Background: an optimization exercise with open tools, aiming at small area, a short achievable clock period and few clock cycles per item. Do not read the settings as production practice. Only simulation tests tie the RTL to the original design; equivalence was not proved. No run shown here takes its clock network from TritonCTS; it comes from the design's own scripts or RTL. No driver is modelled on the clock port, so clock power and skew are understated where the tree is cut down; a real chip needs a root buffer or a tree. Power figures rest on the tool's default switching activity, not on a simulated workload.

==> design/flow/design.v <==
module subordinate #(
    localparam DATA_WIDTH = 32,
    localparam ADDRESS_WIDTH = 4
) (
    input  axi_aclk_in,
    input  axi_aresetn_in,
    input  [ADDRESS_WIDTH-1:0] axi_awaddr_in,
    input  [2:0] axi_awprot_in,
    input  axi_awvalid_in,
    input  [DATA_WIDTH-1:0] axi_wdata_in,
    input  [ADDRESS_WIDTH-1:0] axi_wstrb_in,
    input  axi_wvalid_in,
    input  axi_bready_in,
    input  [ADDRESS_WIDTH-1:0] axi_araddr_in,
    input  [2:0] axi_arprot_in,
    input  axi_arvalid_in,
    input  axi_rready_in,
    output axi_awready_out,
    output axi_wready_out,
    output [1:0] axi_bresp_out,
    output axi_bvalid_out,
    output axi_arready_out,
    output [DATA_WIDTH-1:0] axi_rdata_out,
    output [1:0] axi_rresp_out,
    output axi_rvalid_out
);
    reg [4*DATA_WIDTH-1:0] regs;
    wire write = axi_awvalid_in && axi_wvalid_in && axi_bready_in;
    assign axi_awready_out = axi_wvalid_in && axi_bready_in;
    assign axi_wready_out  = axi_awvalid_in && axi_bready_in;
    wire [DATA_WIDTH-1:0] wd = axi_wdata_in & {DATA_WIDTH{axi_aresetn_in}};
    integer n, k;
    always @(posedge axi_aclk_in)
        for (n = 0; n < 4; n = n + 1)
            for (k = 0; k < DATA_WIDTH/8; k = k + 1)
                if (!axi_aresetn_in || (write && axi_awaddr_in[3:2] == n && axi_wstrb_in[k]))
                    regs[n*DATA_WIDTH+k*8+:8] <= wd[k*8+:8];
    reg bvalid;
    always @(posedge axi_aclk_in)
        if (!axi_aresetn_in)
            bvalid <= 1'b0;
        else if (axi_bready_in)
            bvalid <= write;
    assign axi_bvalid_out = bvalid;
    assign axi_bresp_out  = 2'b00;
    reg                  rvalid;
    reg [DATA_WIDTH-1:0] rdata;
    assign axi_arready_out = axi_rready_in;
    always @(posedge axi_aclk_in)
        if (!axi_aresetn_in)
            rvalid <= 1'b0;
        else if (axi_rready_in)
            rvalid <= axi_arvalid_in;
    always @(posedge axi_aclk_in)
        if (axi_rready_in)
            rdata <= regs[axi_araddr_in[3:2]*DATA_WIDTH+:DATA_WIDTH];
    assign axi_rvalid_out = rvalid;
    assign axi_rdata_out  = rdata;
    assign axi_rresp_out  = 2'b00;
endmodule
==> design/flow/flow/run.sh <==
#!/bin/bash
# Standard ORFS layout with two changes: plain buffers (instead of the
# default delay cells) on the ports, and a two-level clock tree built by
# flow/cts.tcl in place of TritonCTS: the clock port drives 2 sky130_fd_sc_hd__clkbuf_16,
# which drive 12 sky130_fd_sc_hd__clkbuf_8 leaf buffers, each driving one cluster of registers.
# ORFS logs stay under orfs/logs; make's output goes to flow_make.log.
set -euo pipefail
export BUFFER_PORTS_ARGS="-buffer_cell sky130_fd_sc_hd__buf_1"
export PRE_CTS_TCL="$(pwd)/flow/cts.tcl"
export MY_CTS_N1=2
export MY_CTS_CELL1=sky130_fd_sc_hd__clkbuf_16
export MY_CTS_N2=12
export MY_CTS_CELL2=sky130_fd_sc_hd__clkbuf_8
export RECOVER_POWER=100
bash standard.sh > flow_make.log 2>&1
==> design/flow/flow/cts.tcl <==

proc kmeans {pts k} {
  # pts: list of {x y}; returns list of cluster indices
  set n [llength $pts]
  set srt [lsort -integer -index 1 [lsort -integer -index 0 $pts]]
  set srt {}
  set i 0
  foreach p $pts { lappend srt [list [lindex $p 0] [lindex $p 1] $i]; incr i }
  set srt [lsort -integer -index 1 $srt]
  # seed: split by y into rows of about sqrt(k) bands, then by x
  set rows [expr {max(1, int(round(sqrt($k))))}]
  set cent {}
  set per [expr {double($n) / $k}]
  for {set c 0} {$c < $k} {incr c} {
    set s [lindex $srt [expr {min($n - 1, int(($c + 0.5) * $per))}]]
    lappend cent [list [lindex $s 0] [lindex $s 1]]
  }
  for {set iter 0} {$iter < 50} {incr iter} {
    set asg {}
    foreach p $pts {
      set best 0; set bd 1e30
      for {set c 0} {$c < $k} {incr c} {
        set q [lindex $cent $c]
        set d [expr {abs([lindex $p 0]-[lindex $q 0]) + abs([lindex $p 1]-[lindex $q 1])}]
        if {$d < $bd} { set bd $d; set best $c }
      }
      lappend asg $best
    }
    set newc {}
    for {set c 0} {$c < $k} {incr c} {
      set sx 0; set sy 0; set m 0
      foreach p $pts a $asg { if {$a == $c} { set sx [expr {$sx + [lindex $p 0]}]; set sy [expr {$sy + [lindex $p 1]}]; incr m } }
      if {$m > 0} { lappend newc [list [expr {$sx / $m}] [expr {$sy / $m}]] } else { lappend newc [lindex $cent $c] }
    }
    set cent $newc
  }
  return [list $asg $cent]
}

proc add_buf {block master name x y innet} {
  set net [odb::dbNet_create $block "${name}_net"]
  $net setSigType CLOCK
  set buf [odb::dbInst_create $block $master $name]
  $buf setLocation [expr {int($x)}] [expr {int($y)}]
  $buf setPlacementStatus PLACED
  [$buf findITerm A] connect $innet
  [$buf findITerm X] connect $net
  return $net
}

proc my_cts {n1 cell1 n2 cell2} {
  set block [ord::get_db_block]
  set clknet [$block findNet axi_aclk_in]
  set sinks {}
  set pts {}
  foreach it [$clknet getITerms] {
    set loc [[$it getInst] getLocation]
    lappend sinks $it
    lappend pts [list [lindex $loc 0] [lindex $loc 1]]
  }
  set r2 [kmeans $pts $n2]
  set asg2 [lindex $r2 0]; set cent2 [lindex $r2 1]
  set m1 [[ord::get_db] findMaster $cell1]
  set m2 [[ord::get_db] findMaster $cell2]
  if {$n1 > 0} {
    set r1 [kmeans $cent2 $n1]
    set asg1 [lindex $r1 0]; set cent1 [lindex $r1 1]
    set l1nets {}
    for {set c 0} {$c < $n1} {incr c} {
      set q [lindex $cent1 $c]
      lappend l1nets [add_buf $block $m1 "clkbuf_l1_$c" [lindex $q 0] [lindex $q 1] $clknet]
    }
  }
  set l2nets {}
  for {set c 0} {$c < $n2} {incr c} {
    set q [lindex $cent2 $c]
    if {$n1 > 0} { set in [lindex $l1nets [lindex $asg1 $c]] } else { set in $clknet }
    lappend l2nets [add_buf $block $m2 "clkbuf_l2_$c" [lindex $q 0] [lindex $q 1] $in]
  }
  foreach it $sinks a $asg2 {
    $it disconnect
    $it connect [lindex $l2nets $a]
  }
  for {set c 0} {$c < $n2} {incr c} { puts "clock leaf $c: [llength [lsearch -all $asg2 $c]] sinks" }
}

if {[info exists ::env(MY_CTS_N2)]} {
  # Sourced by ORFS before its clock tree synthesis (PRE_CTS_TCL): build the
  # tree here and turn ORFS's own clock_tree_synthesis call into a no-op.
  my_cts $::env(MY_CTS_N1) $::env(MY_CTS_CELL1) $::env(MY_CTS_N2) $::env(MY_CTS_CELL2)
  rename clock_tree_synthesis orfs_clock_tree_synthesis
  proc clock_tree_synthesis {args} { set_propagated_clock [all_clocks] }
}
==> design/flow/standard.sh <==
#!/bin/bash
# synth_recipe.tcl (not shown) runs the flow's synth.tcl, then flattens the netlist and writes it again
# the make line also repeats each setting of config.mk as NAME=value (left out here)
make -C /OpenROAD-flow-scripts/flow DESIGN_CONFIG=/design/flow/config.mk WORK_HOME=/design/flow/orfs CLKGATE_MAP_FILE= SYNTH_SCRIPT=/design/flow/synth_recipe.tcl "${@:-finish}"
==> design/flow/config.mk <==
export PLATFORM = sky130hd
export DESIGN_NAME = subordinate
export DESIGN_NICKNAME = subordinate
export VERILOG_FILES = /design/flow/design.v
export SDC_FILE = /design/flow/constraint.sdc
export NUM_CORES = 4
export LEC_CHECK = 0
export CAP_MARGIN = 20
export CORE_MARGIN = 2
export CORE_UTILIZATION = 60
export SETUP_SLACK_MARGIN = 1.1
export SLEW_MARGIN = 20
==> design/flow/constraint.sdc <==
create_clock -name core_clock -period 2.5 [get_ports {axi_aclk_in}]
set_input_delay 0.5000 -clock core_clock [delete_from_list [all_inputs] [get_ports {axi_aclk_in}]]
set_output_delay 0.5000 -clock core_clock [all_outputs]
set_load 0.01 [all_outputs]
==> results.sh, run 1 <==
export IMPL_p_comb_frac=0.078
export IMPL_grt_total_usage=0.178
export IMPL_fp_dieH_um=105
export IMPL_io_buffers=83
export IMPL_netlist_cell_type_count=20
export IMPL_peakVddDrop_v=0.000531
export IMPL_holdPathStages=2
export IMPL_synth_cells=277
export IMPL_hold_start="bvalid"
export IMPL_syn_area_um2=6100
export IMPL_start_util=0.621
export IMPL_vias_per_cell=5.50
export IMPL_fin_nets=443
export IMPL_finalNonFillerCells=517
export IMPL_p_clk_frac=0.256
export IMPL_antenna_found_initial=0
export IMPL_die_area_um2=11000
export IMPL_whs_endpoint="bvalid"
export IMPL_totalWireLength_um=9690
export IMPL_drt_iter0_markers=142
export IMPL_fillers=697
export IMPL_drt_pass1_iter_count=4
export IMPL_synth_top_area_frac=0.787
export IMPL_hpwl_um=6150
export IMPL_drc=0
export IMPL_internal_power_mw=4.00
export IMPL_worstMarginPinSlew_ns=0.795
export IMPL_rrSetupSlack_ns=1.35
export IMPL_grt_max_degree=42
export IMPL_setup_viol=0
export IMPL_skew_ns=0.0267
export IMPL_io_pins=98
export IMPL_async_flop_share=0
export IMPL_synth_edf_count=160
export IMPL_criticalPathCategory="in -> reg"
export IMPL_clock_fmax_ghz=0.554
export IMPL_reg2regPathDepth=1
export IMPL_p_sw_mw=0.971
export IMPL_timing_rr_start="regs[108]"
export IMPL_postCtsHoldBufs=0
export IMPL_fin_setup_tns_ns=0
export IMPL_ys_seq_elements=162
export IMPL_min_period_over_period=0.722
export IMPL_drive_gt1_frac=0.143
export IMPL_ys_seq_area_frac=0.794
export IMPL_pre_cts_ws_ns=0.429
export IMPL_antennaDiodeCount=0
export IMPL_insertion_delay_ns=0.31
export IMPL_gp_congestion=0.721
export IMPL_cp_start_kind="input port"
export IMPL_syn_to_final_growth_pct=11.6
export IMPL_power_density_nw_per_um2=729
export IMPL_worstPathArrival_ns=1.83
export IMPL_end_kind="register"
export IMPL_std_cell_rows=36
export IMPL_core_um2=9820
export IMPL_hold_viol=0
export IMPL_maxCapViolCount=0
export IMPL_synthTopCellsByArea="edfxtp_1 79%, mux4_2 11%, and2_1 3.5%, o21ai_0 1.3%, buf_12 0.98%"
export IMPL_synth_largest_area_cell="edfxtp_1"
export IMPL_yosysMostFrequentCell="edfxtp_1"
export IMPL_rsz0062_at_grt="yes"
export IMPL_hold_class="reg -> reg"
export IMPL_ys_warnings_count=1
export IMPL_required_ns=2.53
export IMPL_wl_per_cell_um=18.7
export IMPL_grt_pass1_wl_um=15000
export IMPL_cp_max_fo=8
export IMPL_grt_pass1_vias=2920
export IMPL_syn_area_per_cell_um2=22.0
export IMPL_die_w_um=105
export IMPL_finalMaxSlewViolations=0
export IMPL_synth_main_ff_cell="edfxtp_1"
export IMPL_synth_common_cells="160 x edfxtp_1, 34 x and2_1, 30 x mux4_2"
export IMPL_power_leakage_nw=2.18
export IMPL_worst_slack_ns=0.695
export IMPL_power_frac_seq=0.665
export IMPL_overflow=0
export IMPL_max_slew_margin_rel=0.466
export IMPL_p_sw_frac=0.195
export IMPL_postRouteAntennaNets=0
export IMPL_r2r_end="rdata[12]"
export IMPL_dp_cells=499
export IMPL_clkTransAtPathRegs_ns=0.08
export IMPL_period_minus_slack_ns=1.80
export IMPL_vias=2842
export IMPL_outcome="timing/DRC/antenna clean"
==> power groups by stage <==
| stage | sequential [mW] | combinational (mW) | clock, mW |
|---|---|---|---|
| finish | 3.31 | 0.390 | 1.27 |
| global route | 3.33 | 0.426 | 1.44 |
| CTS | 3.31 | 0.430 | 1.31 |
| detailed placement | 3.37 | 0.408 | 0 |
| global placement | 3.35 | 0.397 | 0 |
| floorplan | 3.38 | 0.238 | 0 |
==> worst max path at each step <==
stage	start	endpoint	slack (ns)	depth (start not counted)
after floorplan	axi_awaddr_in[3]	regs[0]	0.84	2
after global placement	axi_bready_in	regs[100]	0.51	3
after detailed placement	axi_bready_in	regs[100]	0.43	3
after CTS	axi_araddr_in[2]	rdata[1]	1.10	3
after global routing	axi_araddr_in[2]	rdata[25]	0.58	3
final	axi_araddr_in[2]	rdata[23]	0.70	3
==> routing by layer <==
layer  part of all wire  routed length, um  global-route usage
met1               0.42               4110               0.254
met2               0.52               5030               0.310
met3              0.045                438              0.0218
met4              0.012                114              0.0200
met5                  0                  0                   0
==> stage by stage <==
stage	utilization	hold slack [ns]	cell area (um2)	total power [mW]
floorplan	-	0.500	6130	3.61
global placement	0.675	0.473	6630	3.75
detailed placement	0.675	0.487	6630	3.78
CTS	0.708	0.496	6960	5.05
global route	0.694	0.541	6810	5.19
finish	0.694	0.491	6810	4.97
==> cell families (layout without fill, tap and decap cells) <==
family,after synthesis,count (layout),synth area share
flip-flops,162,162,0.794
AND/OR/NAND/NOR,47,47,0.0467
multiplexers,33,33,0.121
AO/OA/AOI/OAI,17,17,0.0144
buffers and inverters,17,121,0.0234
other,1,4,0.000615
==> sequential cells by signal, indices dropped and copies added (netlist names) <==
| signal | flops |
|---|---|
| regs | 128 |
| rdata | 32 |
| rvalid | 1 |
| bvalid | 1 |
==> worst max-delay path, stage by stage <==
cell,delay [ns]
buf_4,0.12
clkbuf_1,0.62
mux4_2,0.59
==> area by class of cell <==
class | count | area (um2) | area share
flip-flops and latches | 162 | 4840 | 0.711
multi-input cells | 101 | 1150 | 0.169
repair buffers | 107 | 438 | 0.0643
plain buffers | 14 | 215 | 0.0316
well taps | 133 | 166 | 0.0244
==> cell usage in the layout, fill, tap and decap left out, drive strengths merged <==
cell,instances
conb,4
nand4b,1
nand4,1
mux4,32
nand2b,5
clkbuf,43
a21boi,1
nand3,1
o21ai,16
nor2b,1
and2,34
mux2i,1
buf,78
dfxtp,2
nand2,4
edfxtp,160
==> timing repair <==
action / 4_1_cts / 5_1_grt
hold endpoints to repair: 0 / 0
buffers inserted: 2 / 0
cloned: 2 / 0
gates resized for setup: 13 / 4
endpoints found under the setup margin: 193 / 11
pin swaps: 2 / 1
Testbench counts, summed over its fixed seeds: cycles 1,288, items 2,560.
==> run 2: changes to the inputs <==
--- a/design/flow/flow/run.sh
+++ b/design/flow/flow/run.sh
@@ -13,3 +13,3 @@
 export MY_CTS_CELL2=sky130_fd_sc_hd__clkbuf_8
-export RECOVER_POWER=100
+
 bash standard.sh > flow_make.log 2>&1
--- a/design/flow/config.mk
+++ b/design/flow/config.mk
@@ -10,2 +10,3 @@
 export CORE_UTILIZATION = 60
+export PLACE_DENSITY = 0.8
 export SETUP_SLACK_MARGIN = 1.1
==> results.sh, run 2 <==
export IMPL_outcome="timing/DRC/antenna clean"
export IMPL_grt_util_met2=0.347
export IMPL_power_density_nw_per_um2=717
export IMPL_hold_viol=0
export IMPL_peakVddDrop_v=0.000530
export IMPL_std_cell_rows=36
export IMPL_yosysMostFrequentCell="edfxtp_1"
export IMPL_fin_nets=447
export IMPL_maxCapViolCount=0
export IMPL_synth_largest_area_cell="edfxtp_1"
export IMPL_grt_max_degree=41
export IMPL_synth_common_cells="160 x edfxtp_1, 34 x and2_1, 30 x mux4_2"
export IMPL_criticalPathCategory="in -> out"
export IMPL_vias_per_cell=5.56
export IMPL_synthTopCellsByArea="edfxtp_1 79%, mux4_2 11%, and2_1 3.5%, o21ai_0 1.3%, buf_12 0.98%"
export IMPL_syn_area_per_cell_um2=22.0
export IMPL_grt_total_usage=0.188
export IMPL_clock_fmax_ghz=0.719
export IMPL_die_w_um=105
export IMPL_synth_top_area_frac=0.787
export IMPL_layout_commonest_cell="edfxtp_1"
export IMPL_cp_max_fo=6
export IMPL_ys_seq_elements=162
export IMPL_clkTransAtPathRegs_ns=0.09
export IMPL_setup_viol=0
export IMPL_wl_per_cell_um=20.0
export IMPL_rrSetupSlack_ns=1.30
export IMPL_power_leakage_nw=2.35
export IMPL_start_util=0.621
export IMPL_power_mw=5.04
export IMPL_period_minus_slack_ns=1.39
export IMPL_synth_edf_count=160
export IMPL_fp_dieH_um=105
export IMPL_postRouteAntennaNets=0
export IMPL_cp_start_kind="input port"
export IMPL_min_period_over_period=0.556
export IMPL_met3_usage=0.0218
export IMPL_async_flop_share=0
export IMPL_synth_main_ff_cell="edfxtp_1"
export IMPL_grt_pass1_wl_um=15900
export IMPL_hpwl_um=6720
export IMPL_drc=0
export IMPL_regMostFlops="regs"
export IMPL_ys_warnings_count=1
export IMPL_io_buffers=83
export IMPL_busiest_layer="met2"
export IMPL_fin_setup_tns_ns=0
export IMPL_end_kind="output port"
export IMPL_synth_cells=277
export IMPL_postCtsHoldBufs=0
export IMPL_syn_area_um2=6100
export IMPL_antenna_found_initial=0
export IMPL_skew_ns=0.0369
export IMPL_syn_to_final_growth_pct=15.2
export IMPL_drt_pass1_iter_count=4
export IMPL_final_cell_mix="160 x edfxtp_1, 71 x buf_1, 33 x and2_1"
export IMPL_ys_seq_area_frac=0.794
export IMPL_gp_congestion=0.731
export IMPL_core_um2=9820
export IMPL_largest_registers="regs: 128 flops, rdata: 32 flops"
export IMPL_largest_reg_flops=128
export IMPL_io_pins=98
export IMPL_die_area_um2=11000
export IMPL_insertion_delay_ns=0.31
export IMPL_finalMaxSlewViolations=0
export IMPL_drive_gt1_frac=0.229
export IMPL_netlist_cell_type_count=20
export IMPL_drt_iter0_markers=234
export IMPL_worstPathArrival_ns=0.89
export IMPL_totalWireLength_um=10400
export IMPL_required_ns=2.00
export IMPL_hold_class="in -> reg"
export IMPL_vias=2897
export IMPL_overflow=0
export IMPL_grt_pass1_vias=3004
export IMPL_rsz0062_at_grt="yes"
export IMPL_use_met1=0.249
export IMPL_antennaDiodeCount=0
## run 2: timing repair
item | in CTS | in global routing
pin swaps | 3 | 2
setup buffers | 7 | 1
endpoints found under the setup margin | 151 | 28
gates cloned | 1 | 1
resized for setup | 11 | 12
hold endpoints to repair | 0 | 0
## run 2: cell type report
type / instances / area, um2
Timing Repair Buffer: 111 / 647
Buffer: 14 / 215
Tap cell: 133 / 166
Sequential cell: 162 / 4840
Fill cell: 606 / 2790
Multi-Input combinational cell: 101 / 1160
## run 2: critical path, cell delays in order
cell,delay [ns]
buf_4,0.13
and2_1,0.13
buf_2,0.13
## run 2: per-layer routing
metal  part of all wire  vias up
met2               0.54      101
met1               0.39     1458
li1                   -     1323
met3              0.059       15
met4              0.015        0
met5                  0        -
## run 2: cells by family (layout without fill, tap and decap cells)
family,Yosys count,after routing,synth area share
other cells,1,4,0.000615
simple gates,47,47,0.0467
flops,162,162,0.794
mux,33,33,0.121
buf+inv,17,125,0.0234
compound gates,17,17,0.0144
## run 2: worst paths after layout
kind | cells past startpoint | from | to
setup reg to reg | 1 | regs[95] | rdata[31]
hold reg to reg | 2 | bvalid | bvalid
setup / recovery | 3 | axi_bready_in | axi_wready_out
hold / removal | 3 | axi_wvalid_in | bvalid
## run 2: power breakdown
part           switching, mW  total (mW)  internal [mW]  leakage [nW]
Combinational          0.230       0.443          0.212         0.674
Sequential            0.0609        3.31           3.25          1.57
Clock                  0.711        1.29          0.576         0.111
Total                   1.00        5.04           4.04          2.35
## run 2: through the flow
| stage | std cells | hold WS (ns) | utilization | setup slack [ns] | cell area, um2 |
|---|---|---|---|---|---|
| after floorplan | 280 | 0.500 | - | 0.839 | 6130 |
| after global placement | 497 | 0.469 | 0.675 | 0.543 | 6630 |
| after detailed placement | 497 | 0.489 | 0.675 | 0.399 | 6630 |
| after CTS | 519 | 0.467 | 0.709 | 1.04 | 6960 |
| after global routing | 521 | 0.491 | 0.716 | 1.09 | 7030 |
| final | 521 | 0.457 | 0.716 | 1.11 | 7030 |
==> run 3: changes to the inputs <==
--- a/design/flow/config.mk
+++ b/design/flow/config.mk
@@ -10,4 +10,4 @@
 export CORE_UTILIZATION = 60
-export PLACE_DENSITY = 0.8
 export SETUP_SLACK_MARGIN = 1.1
 export SLEW_MARGIN = 20
+export TNS_END_PERCENT = 5
==> results.sh, run 3 <==
export IMPL_p_clk_frac=0.258
export IMPL_synth_largest_area_cell="edfxtp_1"
export IMPL_gp_congestion=0.736
export IMPL_antenna_found_initial=0
export IMPL_peakVddDrop_v=0.000619
export IMPL_drt_iter0_markers=88
export IMPL_overflow=0
export IMPL_p_sw_frac=0.197
export IMPL_io_pins=98
export IMPL_setup_viol=0
export IMPL_rsz0062_at_grt="yes"
export IMPL_power_density_nw_per_um2=725
export IMPL_postCtsHoldBufs=0
export IMPL_grt_pass1_vias=2998
export IMPL_hold_viol=0
export IMPL_synth_cells=277
export IMPL_syn_area_um2=6100
export IMPL_outcome="timing/DRC/antenna clean"
export IMPL_p_sw_mw=0.984
export IMPL_power_frac_seq=0.660
export IMPL_hold_start="axi_arvalid_in"
export IMPL_maxCapViolCount=0
export IMPL_vias_per_cell=5.50
export IMPL_pre_cts_ws_ns=0.619
export IMPL_ys_seq_elements=162
export IMPL_internal_power_mw=4.02
export IMPL_dp_cells=500
export IMPL_postRouteAntennaNets=0
export IMPL_synth_common_cells="160 x edfxtp_1, 34 x and2_1, 30 x mux4_2"
export IMPL_ys_seq_area_frac=0.794
export IMPL_hold_class="in -> reg"
export IMPL_criticalPathCategory="in -> reg"
export IMPL_synthTopCellsByArea="edfxtp_1 79%, mux4_2 11%, and2_1 3.5%, o21ai_0 1.3%, buf_12 0.98%"
export IMPL_start_util=0.621
export IMPL_die_area_um2=11000
export IMPL_multi_input_area_um2=1130
export IMPL_reg2regPathDepth=1
export IMPL_largest_reg_flops=128
export IMPL_synth_top_area_frac=0.787
export IMPL_io_buffers=83
export IMPL_whs_ns=0.442
export IMPL_largest_registers="regs: 128 flops, rdata: 32 flops"
export IMPL_p_comb_frac=0.082
export IMPL_final_cell_mix="160 x edfxtp_1, 78 x buf_1, 34 x and2_1"
export IMPL_holdPathStages=3
export IMPL_yosysMostFrequentCell="edfxtp_1"
export IMPL_fp_dieH_um=105
export IMPL_end_kind="register"
export IMPL_die_w_um=105
export IMPL_async_flop_share=0
export IMPL_cp_max_fo=11
export IMPL_drive_gt1_frac=0.190
export IMPL_cp_start_kind="input port"
export IMPL_core_um2=9820
export IMPL_fillers=657
export IMPL_area_sequential_um2=4840
export IMPL_clkTransAtPathRegs_ns=0.11
export IMPL_synth_edf_count=160
export IMPL_power_leakage_nw=2.29
export IMPL_grt_pass1_wl_um=15000
export IMPL_syn_area_per_cell_um2=22.0
export IMPL_place_area_um2=6620
export IMPL_syn_to_final_growth_pct=13.1
export IMPL_netlist_cell_type_count=20
export IMPL_grt_total_usage=0.175
export IMPL_power_mw=5.01
export IMPL_totalWireLength_um=9570
export IMPL_antennaDiodeCount=0
export IMPL_design_area_um2=6900
export IMPL_fin_nets=443
export IMPL_ys_warnings_count=1
export IMPL_worstPathArrival_ns=1.48
export IMPL_timing_rr_start="regs[108]"
export IMPL_synth_main_ff_cell="edfxtp_1"
export IMPL_insertion_delay_ns=0.31
export IMPL_regMostFlops="regs"
export IMPL_whs_endpoint="rvalid"
export IMPL_min_period_over_period=0.576
export IMPL_std_cell_rows=36
export IMPL_finalNonFillerCells=517
export IMPL_worst_slack_ns=1.06
export IMPL_final_util=0.703
export IMPL_finalMaxSlewViolations=0
export IMPL_required_ns=2.54
export IMPL_wl_per_cell_um=18.5
export IMPL_drt_pass1_iter_count=4
export IMPL_r2r_end="rdata[12]"
export IMPL_layout_commonest_cell="edfxtp_1"
export IMPL_vias=2842
export IMPL_rrSetupSlack_ns=1.37
export IMPL_clock_fmax_ghz=0.695
export IMPL_hpwl_um=6160
export IMPL_grt_max_degree=51
export IMPL_fin_setup_tns_ns=0
export IMPL_period_minus_slack_ns=1.44
export IMPL_skew_ns=0.0241
export IMPL_drc=0
-- run 3: final cells by class --
cell class | count | share of cell area
flip-flops and latches | 162 | 0.702
plain buffers | 14 | 0.0312
repair buffers | 107 | 0.0799
well taps | 133 | 0.0241
multi-input cells | 101 | 0.163
-- run 3: logic make-up (layout without fill, tap and decap cells) --
family / Yosys count / count (layout) / share of synthesized area
flip-flops: 162 / 162 / 0.794
AO/OA/AOI/OAI: 17 / 17 / 0.0144
other: 1 / 4 / 0.000615
multiplexers: 33 / 33 / 0.121
buffers and inverters: 17 / 121 / 0.0234
AND/OR/NAND/NOR: 47 / 47 / 0.0467
-- run 3: metal layers --
| layer | track usage | vias to the layer above | part of all wire |
|---|---|---|---|
| li1 | - | 1323 | - |
| met1 | 0.230 | 1426 | 0.42 |
| met2 | 0.322 | 82 | 0.52 |
| met3 | 0.0243 | 11 | 0.050 |
| met4 | 0.0257 | 0 | 0.014 |
| met5 | 0 | - | 0 |
-- run 3: timing repair --
item,CTS,global route
gates cloned,1,0
resized for setup,4,3
buffers inserted,2,0
setup endpoints to repair,168,28
pin swaps,2,0
-- run 3: power by group through the flow --
stage          clock (mW)  sequential (mW)  combinational (mW)
6_report             1.29             3.30               0.410
5_1_grt              1.43             3.32               0.447
4_1_cts              1.33             3.31               0.417
3_5_place_dp            0             3.37               0.407
3_3_place_gp            0             3.35               0.395
2_1_floorplan           0             3.38               0.235
-- run 3: worst max-delay path: stages --
cell,delay (ns)
clkbuf_8,0.16
bufbuf_16,0.31
mux4_2,0.50
-- run 3: worst max-delay path by stage --
stage               cells after the start              end              from  slack (ns)
floorplan                               2          regs[0]  axi_awaddr_in[3]        0.84
global placement                        3         rdata[0]  axi_araddr_in[2]        0.64
detailed placement                      3         regs[70]    axi_aresetn_in        0.62
CTS                                     3         rdata[7]  axi_araddr_in[3]        1.00
global route                            2  axi_arready_out     axi_rready_in        1.03
finish                                  3        rdata[25]  axi_araddr_in[2]        1.06
==> run 4: changes to the inputs <==
--- a/design/flow/flow/run.sh
+++ b/design/flow/flow/run.sh
@@ -3,3 +3,3 @@
 # default delay cells) on the ports, and a two-level clock tree built by
-# flow/cts.tcl in place of TritonCTS: the clock port drives 2 sky130_fd_sc_hd__clkbuf_16,
+# flow/cts.tcl in place of TritonCTS: the clock port drives 4 sky130_fd_sc_hd__clkbuf_16,
 # which drive 12 sky130_fd_sc_hd__clkbuf_8 leaf buffers, each driving one cluster of registers.
@@ -9,3 +9,3 @@
 export PRE_CTS_TCL="$(pwd)/flow/cts.tcl"
-export MY_CTS_N1=2
+export MY_CTS_N1=4
 export MY_CTS_CELL1=sky130_fd_sc_hd__clkbuf_16
--- a/design/flow/config.mk
+++ b/design/flow/config.mk
@@ -12,2 +12 @@
 export SLEW_MARGIN = 20
-export TNS_END_PERCENT = 5
==> results.sh, run 4 <==
export IMPL_outcome="timing/DRC/antenna clean"
export IMPL_power_leakage_nw=2.36
export IMPL_fin_setup_tns_ns=0
export IMPL_wl_per_cell_um=18.8
export IMPL_design_area_um2=7060
export IMPL_core_um2=9820
export IMPL_required_ns=2.00
export IMPL_skew_ns=0.0257
export IMPL_synth_cells=277
export IMPL_fin_nets=447
export IMPL_crit_family="buffers and inverters"
export IMPL_end_kind="output port"
export IMPL_grt_pass1_vias=2941
export IMPL_synth_xor_area_frac=0
export IMPL_std_cell_rows=36
export IMPL_hold_start="bvalid"
export IMPL_clock_fmax_ghz=0.718
export IMPL_vias=2835
export IMPL_start_util=0.621
export IMPL_layout_commonest_cell="edfxtp_1"
export IMPL_worstPathArrival_ns=0.89
export IMPL_crit_start="axi_awvalid_in"
export IMPL_die_w_um=105
export IMPL_path_buf_inv=2
export IMPL_reg2regPathDepth=1
export IMPL_critPathSlowestCell="and2_1"
export IMPL_postRouteAntennaNets=0
export IMPL_hold_viol=0
export IMPL_drt_iter0_markers=127
export IMPL_maxCapViolCount=0
export IMPL_synth_adder_area_share=0
export IMPL_grt_pass1_wl_um=15200
export IMPL_ys_seq_area_frac=0.794
export IMPL_finalNonFillerCells=521
export IMPL_cp_start_kind="input port"
export IMPL_synth_main_ff_cell="edfxtp_1"
export IMPL_hpwl_um=6150
export IMPL_io_buffers=83
export IMPL_cp_max_fo=4
export IMPL_max_stage_delay_ns=0.15
export IMPL_gp_congestion=0.721
export IMPL_rsz0062_at_grt="yes"
export IMPL_synth_common_cells="160 x edfxtp_1, 34 x and2_1, 30 x mux4_2"
export IMPL_drt_pass1_iter_count=4
export IMPL_finalMaxSlewViolations=0
export IMPL_drive_gt1_frac=0.219
export IMPL_vias_per_cell=5.44
export IMPL_p_sw_frac=0.191
export IMPL_largest_reg_flops=128
export IMPL_p_sw_mw=0.987
export IMPL_final_util=0.719
export IMPL_largest_registers="regs: 128 flops, rdata: 32 flops"
export IMPL_holdPathStages=2
export IMPL_min_period_over_period=0.557
export IMPL_pre_cts_ws_ns=0.429
export IMPL_overflow=0
export IMPL_ys_seq_elements=162
export IMPL_clkTransAtPathRegs_ns=0.08
export IMPL_synth_top_area_frac=0.787
export IMPL_die_area_um2=11000
export IMPL_syn_to_final_growth_pct=15.8
export IMPL_netlist_cell_type_count=20
export IMPL_place_area_um2=6630
export IMPL_regMostFlops="regs"
export IMPL_period_minus_slack_ns=1.39
export IMPL_internal_power_mw=4.17
export IMPL_peakVddDrop_v=0.000494
export IMPL_dp_cells=499
export IMPL_synth_top_family_by_area="multiplexers"
export IMPL_antenna_found_initial=0
export IMPL_worst_slack_ns=1.11
export IMPL_power_mw=5.16
export IMPL_drc=0
export IMPL_crit_path_cell_trace="buf_2 > and2_1 > clkbuf_2"
export IMPL_power_frac_seq=0.640
export IMPL_antennaDiodeCount=0
export IMPL_whs_ns=0.491
export IMPL_async_flop_share=0
export IMPL_criticalPathCategory="in -> out"
export IMPL_synth_compound_area_frac=0.0144
export IMPL_yosysMostFrequentCell="edfxtp_1"
export IMPL_synthTopCellsByArea="edfxtp_1 79%, mux4_2 11%, and2_1 3.5%, o21ai_0 1.3%, buf_12 0.98%"
export IMPL_setup_viol=0
export IMPL_synth_largest_area_cell="edfxtp_1"
export IMPL_syn_area_um2=6100
export IMPL_synthSimpleGateAreaFrac=0.0468
export IMPL_ys_warnings_count=1
export IMPL_synth_mux_area_frac=0.121
export IMPL_grt_total_usage=0.180
export IMPL_power_density_nw_per_um2=731
export IMPL_p_comb_frac=0.084
export IMPL_hold_class="reg -> reg"
export IMPL_synth_edf_count=160
export IMPL_syn_area_per_cell_um2=22.0
export IMPL_p_clk_frac=0.276
export IMPL_grt_max_degree=42
export IMPL_insertion_delay_ns=0.29
export IMPL_totalWireLength_um=9790
export IMPL_final_cell_mix="160 x edfxtp_1, 74 x buf_1, 34 x and2_1"
export IMPL_timing_rr_start="regs[108]"
export IMPL_cp_depth=3
export IMPL_fp_dieH_um=105
export IMPL_io_pins=98
-- run 4: cells by family after synthesis --
| kind of cell | after synthesis |
|---|---|
| compound gates | 17 |
| buf+inv | 17 |
| flops | 162 |
| mux | 33 |
| other cells | 1 |
| simple gates | 47 |
-- run 4: path summary, 6_finish.rpt --
kind / to / slack, ns
worst max-delay path: axi_wready_out / 1.11
worst min-delay path: bvalid / 0.49
worst max register to register: rdata[12] / 1.36
worst min register to register: bvalid / 0.49
-- run 4: power groups by stage --
stage	combinational, mW	clock, mW	sequential [mW]
2_1_floorplan	0.238	0	3.38
3_3_place_gp	0.397	0	3.35
3_5_place_dp	0.408	0	3.37
4_1_cts	0.438	1.46	3.31
5_1_grt	0.470	1.58	3.32
6_report	0.433	1.42	3.30
-- run 4: metal layers --
layer / wire length [um] / GRT usage / vias up / part of all wire
met5: 0 / 0 / - / 0
met1: 4120 / 0.253 / 1412 / 0.42
li1: - / - / 1321 / -
met4: 223 / 0.0362 / 0 / 0.023
met2: 4990 / 0.314 / 84 / 0.51
met3: 460 / 0.0206 / 18 / 0.047
-- run 4: cell type report --
cell class,count,area (um2)
plain buffers,16,265
multi-input cells,101,1160
flip-flops and latches,162,4840
fillers,653,2760
repair buffers,109,632
well taps,133,166
-- run 4: repair_timing --
item | CTS | global route
setup endpoints to repair | 196 | 25
resized for setup | 16 | 3
gates cloned | 3 | 0
pin swaps | 2 | 3
buffers inserted | 2 | 1
endpoints found under the hold margin | 0 | 0
hold buffers | 0 | 0
==> run 5: changes to the inputs <==
--- a/design/flow/flow/run.sh
+++ b/design/flow/flow/run.sh
@@ -4,3 +4,3 @@
 # flow/cts.tcl in place of TritonCTS: the clock port drives 4 sky130_fd_sc_hd__clkbuf_16,
-# which drive 12 sky130_fd_sc_hd__clkbuf_8 leaf buffers, each driving one cluster of registers.
+# which drive 16 sky130_fd_sc_hd__clkbuf_8 leaf buffers, each driving one cluster of registers.
 # ORFS logs stay under orfs/logs; make's output goes to flow_make.log.
@@ -11,3 +11,3 @@
 export MY_CTS_CELL1=sky130_fd_sc_hd__clkbuf_16
-export MY_CTS_N2=12
+export MY_CTS_N2=16
 export MY_CTS_CELL2=sky130_fd_sc_hd__clkbuf_8
--- a/design/flow/config.mk
+++ b/design/flow/config.mk
@@ -9,4 +9,4 @@
 export CORE_MARGIN = 2
-export CORE_UTILIZATION = 60
-export SETUP_SLACK_MARGIN = 1.1
+export CORE_UTILIZATION = 40
+export SETUP_SLACK_MARGIN = 1.15
 export SLEW_MARGIN = 20
==> results.sh, run 5 <==
export IMPL_synth_top_area_frac=0.787
export IMPL_final_cell_mix="160 x edfxtp_1, 71 x buf_1, 32 x mux4_2, 32 x and2_1, 25 x buf_4"
export IMPL_peakVddDrop_v=0.000475
export IMPL_area_sequential_um2=4840
export IMPL_totalWireLength_um=11000
export IMPL_min_period_over_period=0.545
export IMPL_synth_common_cells="160 x edfxtp_1, 34 x and2_1, 30 x mux4_2"
export IMPL_ys_warnings_count=1
export IMPL_end_kind="output port"
export IMPL_grt_max_degree=35
export IMPL_drive_gt1_frac=0.268
export IMPL_largest_reg_flops=128
export IMPL_insertion_delay_ns=0.29
export IMPL_p_sw_mw=1.05
export IMPL_start_util=0.406
export IMPL_synth_cells=277
export IMPL_power_mw=5.40
export IMPL_period_minus_slack_ns=1.36
export IMPL_layout_commonest_cell="edfxtp_1"
export IMPL_critPathSlowestCell="and2_4"
export IMPL_cp_max_fo=4
export IMPL_required_ns=2.00
export IMPL_fin_nets=459
export IMPL_synth_edf_count=160
export IMPL_finalMaxSlewViolations=0
export IMPL_vias_per_cell=4.94
export IMPL_p_sw_frac=0.195
export IMPL_antennaDiodeCount=0
export IMPL_clkTransAtPathRegs_ns=0.09
export IMPL_regMostFlops="regs"
export IMPL_hold_class="in -> reg"
export IMPL_path_buf_inv=2
export IMPL_setup_viol=0
export IMPL_overflow=0
export IMPL_cp_start_kind="input port"
export IMPL_fin_setup_tns_ns=0
export IMPL_clock_fmax_ghz=0.734
export IMPL_die_area_um2=16300
export IMPL_fp_dieH_um=128
export IMPL_maxCapViolCount=0
export IMPL_outcome="timing/DRC/antenna clean"
export IMPL_largest_registers="regs: 128 flops, rdata: 32 flops"
export IMPL_gp_congestion=0.675
export IMPL_grt_total_usage=0.135
export IMPL_antenna_found_initial=0
export IMPL_grt_pass1_wl_um=16800
export IMPL_io_pins=98
export IMPL_power_density_nw_per_um2=735
export IMPL_p_comb_frac=0.087
export IMPL_skew_ns=0.0241
export IMPL_worstPathArrival_ns=0.86
export IMPL_power_frac_seq=0.612
export IMPL_fillers=1258
export IMPL_netlist_cell_type_count=20
export IMPL_die_w_um=128
export IMPL_std_cell_rows=45
export IMPL_synthTopCellsByArea="edfxtp_1 79%, mux4_2 11%, and2_1 3.5%, o21ai_0 1.3%, buf_12 0.98%"
export IMPL_vias=2906
export IMPL_design_area_um2=7340
export IMPL_synth_largest_area_cell="edfxtp_1"
export IMPL_criticalPathCategory="in -> out"
export IMPL_internal_power_mw=4.34
export IMPL_multi_input_area_um2=1170
export IMPL_syn_area_um2=6100
export IMPL_final_util=0.488
export IMPL_wl_per_cell_um=18.7
export IMPL_grt_pass1_vias=3050
export IMPL_hpwl_um=6890
export IMPL_synth_main_ff_cell="edfxtp_1"
export IMPL_p_clk_frac=0.300
export IMPL_place_area_um2=6730
export IMPL_io_buffers=83
export IMPL_drt_pass1_iter_count=4
export IMPL_drt_iter0_markers=190
export IMPL_power_leakage_nw=2.47
export IMPL_syn_to_final_growth_pct=20.3
export IMPL_hold_viol=0
export IMPL_ys_seq_elements=162
export IMPL_crit_family="buffers and inverters"
export IMPL_core_um2=15000
export IMPL_cpMostUsedCell="buf_6"
export IMPL_syn_area_per_cell_um2=22.0
export IMPL_rsz0062_at_grt="yes"
export IMPL_crit_path_cell_trace="buf_6 > and2_4 > buf_6"
export IMPL_yosysMostFrequentCell="edfxtp_1"
export IMPL_async_flop_share=0
export IMPL_ys_seq_area_frac=0.794
export IMPL_max_stage_delay_ns=0.15
export IMPL_whs_ns=0.473
export IMPL_postRouteAntennaNets=0
export IMPL_drc=0
==> run 5: cell counts after synthesis <==
Identical to the previous run, type by type.
==> run 5: timing repair <==
action,4_1_cts,5_1_grt
endpoints found under the setup margin,233,13
gates resized for setup,29,10
setup buffers,6,0
pin swaps,5,1
hold buffers,0,0
cloned,3,0
==> run 5: worst paths after layout <==
check                               startpoint               to  slack [ns]  depth (start not counted)
worst max register to register       regs[108]        rdata[12]        1.39                          1
worst max-delay path             axi_wvalid_in  axi_awready_out        1.14                          3
worst min-delay path            axi_arvalid_in           rvalid        0.47                          3
worst min register to register          bvalid           bvalid        0.49                          2
==> run 5: stage by stage <==
step / setup WS, ns / instances
final: 1.14 / 588
after global routing: 1.13 / 588
after CTS: 1.13 / 588
after detailed placement: 0.581 / 559
after global placement: 0.658 / 559
after floorplan: 0.839 / 280
==> run 5: final cells by class <==
type	instances	share of cell area
Buffer	20	0.0436
Multi-Input combinational cell	101	0.160
Sequential cell	162	0.660
Tap cell	188	0.0320
Timing Repair Buffer	117	0.105
==> run 5: kinds of logic (layout without fill, tap and decap cells) <==
family	Yosys count	after routing	share of synthesized area
other	1	4	0.000615
muxes	33	33	0.121
DFF	162	162	0.794
buffers and inverters	17	137	0.0234
AOI/OAI and AO/OA	17	17	0.0144
and+or+nand+nor	47	47	0.0467
==> run 5: layer usage <==
layer	wire, um	vias up	GRT usage
li1	-	1348	-
met1	4650	1465	0.181
met2	5580	77	0.238
met3	627	16	0.0230
met4	166	0	0.0246
met5	0	-	0
==> run 5: power groups by stage <==
| stage | logic [mW] | clock network [mW] | registers [mW] |
|---|---|---|---|
| 2_1_floorplan | 0.239 | 0 | 3.38 |
| 3_3_place_gp | 0.417 | 0 | 3.35 |
| 5_1_grt | 0.513 | 1.78 | 3.33 |
| 3_5_place_dp | 0.426 | 0 | 3.37 |
| 4_1_cts | 0.478 | 1.67 | 3.31 |
| 6_report | 0.472 | 1.62 | 3.30 |
==> run 6: changes to the inputs <==
==> design/flow/flow/run.sh (replaced) <==
#!/bin/bash
# Standard ORFS layout with two changes: plain buffers (instead of the
# default delay cells) on the ports, and a two-level clock tree built by
# flow/cts.tcl in place of TritonCTS: the clock port drives 2 sky130_fd_sc_hd__clkbuf_16,
# which drive 8 sky130_fd_sc_hd__clkbuf_16 leaf buffers, each driving one cluster of registers.
# ORFS logs stay under orfs/logs; make's output goes to flow_make.log.
set -euo pipefail
export BUFFER_PORTS_ARGS="-buffer_cell sky130_fd_sc_hd__buf_1"
export PRE_CTS_TCL="$(pwd)/flow/cts.tcl"
export MY_CTS_N1=2
export MY_CTS_CELL1=sky130_fd_sc_hd__clkbuf_16
export MY_CTS_N2=8
export MY_CTS_CELL2=sky130_fd_sc_hd__clkbuf_16

bash standard.sh > flow_make.log 2>&1
==> results.sh, run 6 <==
export IMPL_largest_registers="regs: 128 flops, rdata: 32 flops"
export IMPL_drc=0
export IMPL_power_density_nw_per_um2=725
export IMPL_period_minus_slack_ns=1.41
export IMPL_synth_cells=277
export IMPL_async_flop_share=0
export IMPL_fillers=1267
export IMPL_grt_total_usage=0.135
export IMPL_yosysMostFrequentCell="edfxtp_1"
export IMPL_ys_warnings_count=1
export IMPL_largest_reg_flops=128
export IMPL_outcome="timing/DRC/antenna clean"
export IMPL_synth_common_cells="160 x edfxtp_1, 34 x and2_1, 30 x mux4_2"
export IMPL_std_cell_rows=45
export IMPL_end_kind="output port"
export IMPL_synthTopCellsByArea="edfxtp_1 79%, mux4_2 11%, and2_1 3.5%, o21ai_0 1.3%, buf_12 0.98%"
export IMPL_cp_start_kind="register"
export IMPL_rrSetupSlack_ns=1.37
export IMPL_finalMaxSlewViolations=0
export IMPL_p_sw_mw=1.05
export IMPL_final_cell_mix="160 x edfxtp_1, 57 x buf_1, 32 x mux4_2, 32 x and2_1, 25 x buf_4"
export IMPL_maxCapViolCount=0
export IMPL_peakVddDrop_v=0.000500
export IMPL_power_mw=5.25
export IMPL_antennaDiodeCount=0
export IMPL_ys_seq_elements=162
export IMPL_internal_power_mw=4.20
export IMPL_synth_top_area_frac=0.787
export IMPL_clock_fmax_ghz=0.710
export IMPL_hold_start="axi_arvalid_in"
export IMPL_required_ns=2.00
export IMPL_synth_largest_area_cell="edfxtp_1"
export IMPL_ys_seq_area_frac=0.794
export IMPL_fin_nets=447
export IMPL_power_leakage_nw=2.44
export IMPL_timing_rr_start="regs[80]"
export IMPL_start_util=0.406
export IMPL_skew_ns=0.0195
export IMPL_regMostFlops="regs"
export IMPL_design_area_um2=7230
export IMPL_io_buffers=83
export IMPL_criticalPathCategory="reg -> out"
export IMPL_syn_area_per_cell_um2=22.0
export IMPL_syn_area_um2=6100
export IMPL_vias_per_cell=4.93
export IMPL_antenna_found_initial=0
export IMPL_overflow=0
export IMPL_die_w_um=128
export IMPL_drt_pass1_iter_count=4
export IMPL_core_um2=15000
export IMPL_synth_main_ff_cell="edfxtp_1"
export IMPL_synth_edf_count=160
export IMPL_p_comb_frac=0.089
export IMPL_die_area_um2=16300
export IMPL_postRouteAntennaNets=0
export IMPL_setup_viol=0
export IMPL_totalWireLength_um=11000
export IMPL_max_stage_delay_ns=0.44
export IMPL_crit_family="flip-flops"
export IMPL_path_buf_inv=1
export IMPL_io_pins=98
export IMPL_fin_setup_tns_ns=0
export IMPL_grt_pass1_vias=2970
export IMPL_hpwl_um=6890
export IMPL_grt_pass1_wl_um=16700
export IMPL_layout_commonest_cell="edfxtp_1"
export IMPL_clkTransAtPathRegs_ns=0.09
export IMPL_critPathSlowestCell="edfxtp_1"
export IMPL_hold_viol=0
export IMPL_grt_max_degree=35
export IMPL_wl_per_cell_um=19.1
export IMPL_worstPathArrival_ns=0.91
export IMPL_hold_class="in -> reg"
export IMPL_place_area_um2=6730
export IMPL_gp_congestion=0.675
export IMPL_p_sw_frac=0.200
export IMPL_netlist_cell_type_count=20
export IMPL_cp_max_fo=1
export IMPL_drive_gt1_frac=0.271
export IMPL_postCtsHoldBufs=0
export IMPL_p_clk_frac=0.282
export IMPL_vias=2837
export IMPL_holdPathStages=3
export IMPL_insertion_delay_ns=0.31
export IMPL_r2r_end="rdata[16]"
export IMPL_min_period_over_period=0.563
export IMPL_fp_dieH_um=128
export IMPL_crit_path_cell_trace="clkbuf_2"
export IMPL_drt_iter0_markers=130
export IMPL_whs_endpoint="rvalid"
export IMPL_syn_to_final_growth_pct=18.6
export IMPL_crit_start="rdata[0]"
export IMPL_power_frac_seq=0.629
export IMPL_reg2regPathDepth=1
export IMPL_rsz0062_at_grt="yes"
run 6: cell count changes in the layout (fill, tap and decap cells not counted), sizes merged:
cell    delta
buf       -17
clkbuf     +5
run 6: layout make-up:
class	count	area, um2	area share
well taps	188	235	0.0325
flip-flops and latches	162	4840	0.670
repair buffers	115	747	0.103
plain buffers	10	250	0.0346
multi-input cells	101	1160	0.160
run 6: worst max-delay path by stage:
stage / endpoint / slack (ns) / cells past startpoint
finish: axi_rdata_out[0] / 1.09 / 1
CTS: axi_rdata_out[0] / 1.10 / 1
global placement: regs[59] / 0.66 / 4
global route: axi_rdata_out[0] / 1.07 / 1
detailed placement: regs[59] / 0.58 / 4
floorplan: regs[0] / 0.84 / 2
run 6: cells by family (layout without fill, tap and decap cells):
family                 Yosys count  in the layout  share of synthesized area
buffers and inverters           17            125                     0.0234
AO/OA/AOI/OAI                   17             17                     0.0144
other                            1              4                   0.000615
AND/OR/NAND/NOR                 47             47                     0.0467
multiplexers                    33             33                      0.121
flip-flops                     162            162                      0.794
run 6: stage by stage:
stage	instances	hold WS (ns)	setup slack [ns]	util
2_1_floorplan	280	0.500	0.839	-
4_1_cts	576	0.436	1.10	0.479
5_1_grt	576	0.444	1.07	0.481
6_report	576	0.445	1.09	0.481
3_5_place_dp	559	0.480	0.581	0.447
3_3_place_gp	559	0.468	0.658	0.447
run 6: what timing repair did:
| item | 4_1_cts | 5_1_grt |
|---|---|---|
| gates cloned | 3 | 0 |
| resized for setup | 24 | 22 |
| buffers inserted | 4 | 0 |
| pin swaps | 5 | 1 |
| endpoints found under the setup margin | 180 | 91 |
run 6: power by group through the flow:
stage                     clock network (mW)  logic, mW  registers, mW
final                                   1.48      0.467           3.30
after global routing                    1.61      0.509           3.32
after global placement                     0      0.417           3.35
after floorplan                            0      0.239           3.38
after detailed placement                   0      0.426           3.37
after CTS                               1.51      0.472           3.31
run 6: layer usage:
metal / GRT usage / wire (um) / vias to the layer above
li1: - / - / 1324
met1: 0.183 / 4770 / 1441
met2: 0.242 / 5600 / 61
met3: 0.0147 / 445 / 11
met4: 0.0213 / 175 / 0
met5: 0 / 0 / -
run 6: tightest hold or removal path: cells and delay by family:
kind / cells / cell delay (ns)
AND/OR/NAND/NOR: 1 / 0.09
buffers and inverters: 1 / 0.07
multiplexers: 1 / 0.06
==> run 7: changes to the inputs <==
==> design/flow/flow/run.sh (replaced) <==
#!/bin/bash
# Standard ORFS layout with two changes: plain buffers (instead of the
# default delay cells) on the ports, and a two-level clock tree built by
# flow/cts.tcl in place of TritonCTS: the clock port drives 1 sky130_fd_sc_hd__clkbuf_16,
# which drive 10 sky130_fd_sc_hd__clkbuf_8 leaf buffers, each driving one cluster of registers.
# ORFS logs stay under orfs/logs; make's output goes to flow_make.log.
set -euo pipefail
export BUFFER_PORTS_ARGS="-buffer_cell sky130_fd_sc_hd__buf_1"
export PRE_CTS_TCL="$(pwd)/flow/cts.tcl"
export MY_CTS_N1=1
export MY_CTS_CELL1=sky130_fd_sc_hd__clkbuf_16
export MY_CTS_N2=10
export MY_CTS_CELL2=sky130_fd_sc_hd__clkbuf_8

bash standard.sh > flow_make.log 2>&1
--- a/design/flow/config.mk
+++ b/design/flow/config.mk
@@ -9,4 +9,4 @@
 export CORE_MARGIN = 2
-export CORE_UTILIZATION = 40
-export SETUP_SLACK_MARGIN = 1.15
+export CORE_UTILIZATION = 60
+export SETUP_SLACK_MARGIN = 1.1
 export SLEW_MARGIN = 20
==> results.sh, run 7 <==
export IMPL_ys_warnings_count=1
export IMPL_synthTopCellsByArea="edfxtp_1 79%, mux4_2 11%, and2_1 3.5%, o21ai_0 1.3%, buf_12 0.98%"
export IMPL_largest_registers="regs: 128 flops, rdata: 32 flops"
export IMPL_power_density_nw_per_um2=704
export IMPL_whs_ns=0.414
export IMPL_io_pins=98
export IMPL_rsz0062_at_grt="yes"
export IMPL_critPathSlowestCell="edfxtp_1"
export IMPL_antenna_found_initial=0
export IMPL_min_period_over_period=0.576
export IMPL_fin_setup_tns_ns=0
export IMPL_end_kind="output port"
export IMPL_synth_top_area_frac=0.787
export IMPL_ys_seq_elements=162
export IMPL_fillers=674
export IMPL_overflow=0
export IMPL_synth_main_ff_cell="edfxtp_1"
export IMPL_fp_dieH_um=105
export IMPL_core_um2=9820
export IMPL_dp_cells=499
export IMPL_worst_slack_ns=1.06
export IMPL_met1Wirelength_um=4080
export IMPL_ys_seq_area_frac=0.794
export IMPL_drive_gt1_frac=0.242
export IMPL_vias=2776
export IMPL_final_util=0.703
export IMPL_wl_per_cell_um=18.9
export IMPL_wl_met3_um=373
export IMPL_dr_wl_met2_um=5090
export IMPL_peakVddDrop_v=0.000478
export IMPL_crit_path_cell_trace="clkbuf_2"
export IMPL_clkTransAtPathRegs_ns=0.12
export IMPL_power_leakage_nw=2.32
export IMPL_postCtsHoldBufs=0
export IMPL_synth_largest_area_cell="edfxtp_1"
export IMPL_io_buffers=83
export IMPL_gp_congestion=0.721
export IMPL_synth_common_cells="160 x edfxtp_1, 34 x and2_1, 30 x mux4_2"
export IMPL_required_ns=2.00
export IMPL_vias_per_cell=5.41
export IMPL_criticalPathCategory="reg -> out"
export IMPL_hold_class="in -> reg"
export IMPL_worstPathArrival_ns=0.94
export IMPL_path_buf_inv=1
export IMPL_regMostFlops="regs"
export IMPL_maxCapViolCount=0
export IMPL_totalWireLength_um=9680
export IMPL_max_stage_delay_ns=0.43
export IMPL_crit_family="flip-flops"
export IMPL_drt_pass1_iter_count=4
export IMPL_cp_start_kind="register"
export IMPL_skew_ns=0.0206
export IMPL_yosysMostFrequentCell="edfxtp_1"
export IMPL_outcome="timing/DRC/antenna clean"
export IMPL_clock_fmax_ghz=0.695
export IMPL_netlist_cell_type_count=20
export IMPL_start_util=0.621
export IMPL_postRouteAntennaNets=0
export IMPL_multi_input_area_um2=1160
export IMPL_drc=0
export IMPL_hold_viol=0
export IMPL_largest_reg_flops=128
export IMPL_syn_to_final_growth_pct=13.2
export IMPL_pre_cts_ws_ns=0.429
export IMPL_drt_iter0_markers=152
export IMPL_top_layer_used="met4"
export IMPL_async_flop_share=0
export IMPL_grt_max_degree=42
export IMPL_syn_area_um2=6100
export IMPL_fin_nets=439
export IMPL_die_area_um2=11000
export IMPL_area_sequential_um2=4850
export IMPL_synth_edf_count=160
export IMPL_grt_pass1_wl_um=14600
export IMPL_hpwl_um=6150
export IMPL_setup_viol=0
export IMPL_period_minus_slack_ns=1.44
export IMPL_cp_max_fo=1
export IMPL_insertion_delay_ns=0.35
export IMPL_finalNonFillerCells=513
export IMPL_std_cell_rows=36
export IMPL_finalMaxSlewViolations=0
export IMPL_layout_commonest_cell="edfxtp_1"
export IMPL_final_cell_mix="160 x edfxtp_1, 60 x buf_1, 33 x and2_1"
export IMPL_grt_total_usage=0.171
export IMPL_die_w_um=105
export IMPL_syn_area_per_cell_um2=22.0
export IMPL_grt_pass1_vias=2854
export IMPL_antennaDiodeCount=0
export IMPL_synth_cells=277
## run 7: where the power goes
part	switching, mW	leakage, nW	internal [mW]	total [mW]
Sequential	0.0546	1.57	3.25	3.30
Clock	0.699	0.0842	0.435	1.13
Combinational	0.221	0.666	0.202	0.423
Total	0.975	2.32	3.89	4.86
## run 7: metal layers
metal | global-route usage | up-vias
met2 | 0.306 | 66
li1 | - | 1305
met4 | 0.0229 | 0
met5 | 0 | -
met1 | 0.240 | 1392
met3 | 0.0181 | 13
## run 7: cell families after synthesis
family / Yosys count / share of synthesized area
buffers and inverters: 17 / 0.0234
AND/OR/NAND/NOR: 47 / 0.0467
other: 1 / 0.000615
flip-flops: 162 / 0.794
multiplexers: 33 / 0.121
AO/OA/AOI/OAI: 17 / 0.0144
## run 7: layout make-up
type / instances / area share
timing repair buffer: 106 / 0.0823
tap: 133 / 0.0241
buffer: 11 / 0.0236
multi-input combinational: 101 / 0.168
sequential: 162 / 0.702
## run 7: final timing paths
check | start | depth (start not counted) | end | slack (ns)
worst max-delay path | rdata[1] | 1 | axi_rdata_out[1] | 1.06
worst min-delay path | axi_arvalid_in | 3 | rvalid | 0.41
worst min register to register | bvalid | 2 | bvalid | 0.50
worst max register to register | regs[104] | 1 | rdata[8] | 1.36
## run 7: what timing repair did
action,4_1_cts,5_1_grt
hold endpoints to repair,0,0
buffers inserted,1,1
cloned,0,1
gates resized for setup,10,22
pin swaps,1,1
setup endpoints to repair,153,86
## run 7: stage by stage
stage                     area [um2]  total power [mW]
after floorplan                 6130              3.61
after detailed placement        6630              3.78
after global routing            6910              5.05
after global placement          6630              3.75
after CTS                       6840              4.90
final                           6910              4.86
==> run 8: changes to the inputs <==
--- a/design/flow/flow/run.sh
+++ b/design/flow/flow/run.sh
@@ -3,3 +3,3 @@
 # default delay cells) on the ports, and a two-level clock tree built by
-# flow/cts.tcl in place of TritonCTS: the clock port drives 1 sky130_fd_sc_hd__clkbuf_16,
+# flow/cts.tcl in place of TritonCTS: the clock port drives 2 sky130_fd_sc_hd__clkbuf_16,
 # which drive 10 sky130_fd_sc_hd__clkbuf_8 leaf buffers, each driving one cluster of registers.
@@ -9,3 +9,3 @@
 export PRE_CTS_TCL="$(pwd)/flow/cts.tcl"
-export MY_CTS_N1=1
+export MY_CTS_N1=2
 export MY_CTS_CELL1=sky130_fd_sc_hd__clkbuf_16
==> results.sh, run 8 <==
export IMPL_regMostFlops="regs"
export IMPL_synth_top_area_frac=0.787
export IMPL_synth_xor_area_frac=0
export IMPL_synthTopCellsByArea="edfxtp_1 79%, mux4_2 11%, and2_1 3.5%, o21ai_0 1.3%, buf_12 0.98%"
export IMPL_reg2regPathDepth=1
export IMPL_drt_pass1_iter_count=6
export IMPL_async_flop_share=0
export IMPL_start_util=0.621
export IMPL_whs_ns=0.461
export IMPL_peakVddDrop_v=0.000508
export IMPL_antenna_found_initial=0
export IMPL_hold_class="in -> reg"
export IMPL_netlist_cell_type_count=20
export IMPL_final_cell_mix="160 x edfxtp_1, 71 x buf_1, 34 x and2_1"
export IMPL_internal_power_mw=3.96
export IMPL_grt_max_degree=42
export IMPL_maxCapViolCount=0
export IMPL_drt_iter0_markers=153
export IMPL_synth_largest_area_cell="edfxtp_1"
export IMPL_period_minus_slack_ns=1.39
export IMPL_syn_to_final_growth_pct=14.0
export IMPL_largest_registers="regs: 128 flops, rdata: 32 flops"
export IMPL_place_area_um2=6630
export IMPL_grt_pass1_vias=2882
export IMPL_drive_gt1_frac=0.214
export IMPL_grt_pass1_wl_um=14900
export IMPL_hold_viol=0
export IMPL_p_sw_frac=0.196
export IMPL_gp_congestion=0.721
export IMPL_layout_commonest_cell="edfxtp_1"
export IMPL_hold_start="axi_arvalid_in"
export IMPL_min_period_over_period=0.557
export IMPL_fp_dieH_um=105
export IMPL_p_sw_mw=0.965
export IMPL_cp_max_fo=4
export IMPL_design_area_um2=6960
export IMPL_ys_warnings_count=1
export IMPL_vias_per_cell=5.49
export IMPL_busiest_layer="met2"
export IMPL_rrSetupSlack_ns=1.35
export IMPL_finalMaxSlewViolations=0
export IMPL_met3_usage=0.0193
export IMPL_std_cell_rows=36
export IMPL_power_frac_seq=0.671
export IMPL_worstPathArrival_ns=0.89
export IMPL_synthSimpleGateAreaFrac=0.0468
export IMPL_yosysMostFrequentCell="edfxtp_1"
export IMPL_fin_setup_tns_ns=0
export IMPL_pre_cts_ws_ns=0.429
export IMPL_whs_endpoint="rvalid"
export IMPL_p_comb_frac=0.087
export IMPL_die_w_um=105
export IMPL_antennaDiodeCount=0
export IMPL_cp_start_kind="input port"
export IMPL_vias=2833
export IMPL_rsz0062_at_grt="yes"
export IMPL_synth_mux_area_frac=0.121
export IMPL_timing_rr_start="regs[104]"
export IMPL_synth_common_cells="160 x edfxtp_1, 34 x and2_1, 30 x mux4_2"
export IMPL_holdPathStages=3
export IMPL_p_clk_frac=0.243
export IMPL_clock_fmax_ghz=0.719
export IMPL_synth_top_family_by_area="multiplexers"
export IMPL_ys_seq_elements=162
export IMPL_overflow=0
export IMPL_ys_seq_area_frac=0.794
export IMPL_power_leakage_nw=2.32
export IMPL_postCtsHoldBufs=0
export IMPL_wl_per_cell_um=18.9
export IMPL_grt_util_met2=0.311
export IMPL_end_kind="output port"
export IMPL_io_pins=98
export IMPL_die_area_um2=11000
export IMPL_fillers=664
export IMPL_synth_adder_area_share=0
export IMPL_skew_ns=0.0216
export IMPL_use_met1=0.245
export IMPL_finalNonFillerCells=516
export IMPL_power_density_nw_per_um2=708
export IMPL_synth_edf_count=160
export IMPL_synth_main_ff_cell="edfxtp_1"
export IMPL_largest_reg_flops=128
export IMPL_fin_nets=442
export IMPL_synth_compound_area_frac=0.0144
export IMPL_required_ns=2.00
export IMPL_postRouteAntennaNets=0
export IMPL_worst_slack_ns=1.11
export IMPL_dp_cells=499
export IMPL_syn_area_um2=6100
export IMPL_io_buffers=83
export IMPL_setup_viol=0
export IMPL_outcome="timing/DRC/antenna clean"
export IMPL_drc=0
export IMPL_syn_area_per_cell_um2=22.0
export IMPL_grt_total_usage=0.175
export IMPL_totalWireLength_um=9760
export IMPL_core_um2=9820
export IMPL_r2r_end="rdata[8]"
export IMPL_criticalPathCategory="in -> out"
export IMPL_insertion_delay_ns=0.31
export IMPL_hpwl_um=6150
export IMPL_clkTransAtPathRegs_ns=0.12
export IMPL_synth_cells=277
[run 8: repair_timing]
action | 4_1_cts | 5_1_grt
setup endpoints to repair | 193 | 11
pin swaps | 2 | 0
setup buffers | 2 | 0
endpoints found under the hold margin | 0 | 0
gates cloned | 1 | 2
resized for setup | 11 | 7
[run 8: layout make-up]
class | count | area, um2 | share of cell area
Multi-Input combinational cell | 101 | 1160 | 0.167
Tap cell | 133 | 166 | 0.0239
Buffer | 12 | 188 | 0.0270
Sequential cell | 162 | 4840 | 0.696
Timing Repair Buffer | 108 | 598 | 0.0860
[run 8: worst max path at each step]
stage          slack (ns)                 to  cells after the start             start
2_1_floorplan        0.84            regs[0]                      2  axi_awaddr_in[3]
3_3_place_gp         0.51          regs[100]                      3     axi_bready_in
3_5_place_dp         0.43          regs[100]                      3     axi_bready_in
4_1_cts              1.09           rdata[1]                      3  axi_araddr_in[2]
5_1_grt              1.07  axi_rdata_out[31]                      1         rdata[31]
6_report             1.11     axi_wready_out                      3    axi_awvalid_in
[run 8: stage by stage]
step	util	power, mW
CTS	0.702	4.97
global placement	0.675	3.75
finish	0.708	4.92
detailed placement	0.675	3.78
floorplan	-	3.61
global route	0.708	5.13
[run 8: critical path, cell delays in order]
cell and delay, ns:
buf_2 0.12, and2_1 0.15, clkbuf_2 0.12
[run 8: power groups by stage]
stage	combinational (mW)	sequential, mW	clock (mW)
finish	0.426	3.30	1.19
global route	0.463	3.32	1.34
CTS	0.422	3.31	1.24
detailed placement	0.408	3.37	0
global placement	0.397	3.35	0
floorplan	0.238	3.38	0
[run 8: cell families after synthesis]
group / count (synthesis)
AO/OA/AOI/OAI: 17
buffers and inverters: 17
flip-flops: 162
multiplexers: 33
AND/OR/NAND/NOR: 47
other: 1
[run 8: layer usage]
metal / vias up / share of wire
met5: - / 0
met4: 0 / 0.012
met3: 10 / 0.054
met2: 91 / 0.52
met1: 1419 / 0.41
li1: 1313 / -

-- afterwards: timing with drivers on the ports --
In the flow no input, the clock included, has a driving cell. The finished layouts below were timed again as built, in two steps.
Step 1 assumes that a clkbuf_16 drives the clock port and a buf_2 every other input.
Step 2 moves the port delays by t, midway between the first and last clock arrival at a register: inputs arrive t later, outputs are due t later. That takes back most of the time a late clock gives input paths.
Slacks: ideal ports / drivers / drivers and shift; pairs: ideal ports / drivers.
run | t, ns | setup WS [ns] | worst data-port slew with drivers (ns)
run 1 | 0.351 | 0.695 / 0.697 / 0.373 | 0.06
run 2 | 0.346 | 1.109 / 1.066 / 0.811 | 0.05
run 3 | 0.345 | 1.061 / 1.045 / 0.728 | 0.05
run 4 | 0.352 | 1.108 / 1.082 / 0.824 | 0.05
run 5 | 0.356 | 1.138 / 1.085 / 0.864 | 0.06
run 6 | 0.360 | 1.092 / 1.036 / 0.827 | 0.06
run 7 | 0.385 | 1.061 / 1.026 / 0.793 | 0.05
run 8 | 0.355 | 1.109 / 1.059 / 0.791 | 0.05
After both steps setup and hold are still met in every run listed. The setup slack of run 3, which loses most, moves by -0.016 ns with the drivers and by -0.333 ns with both steps.
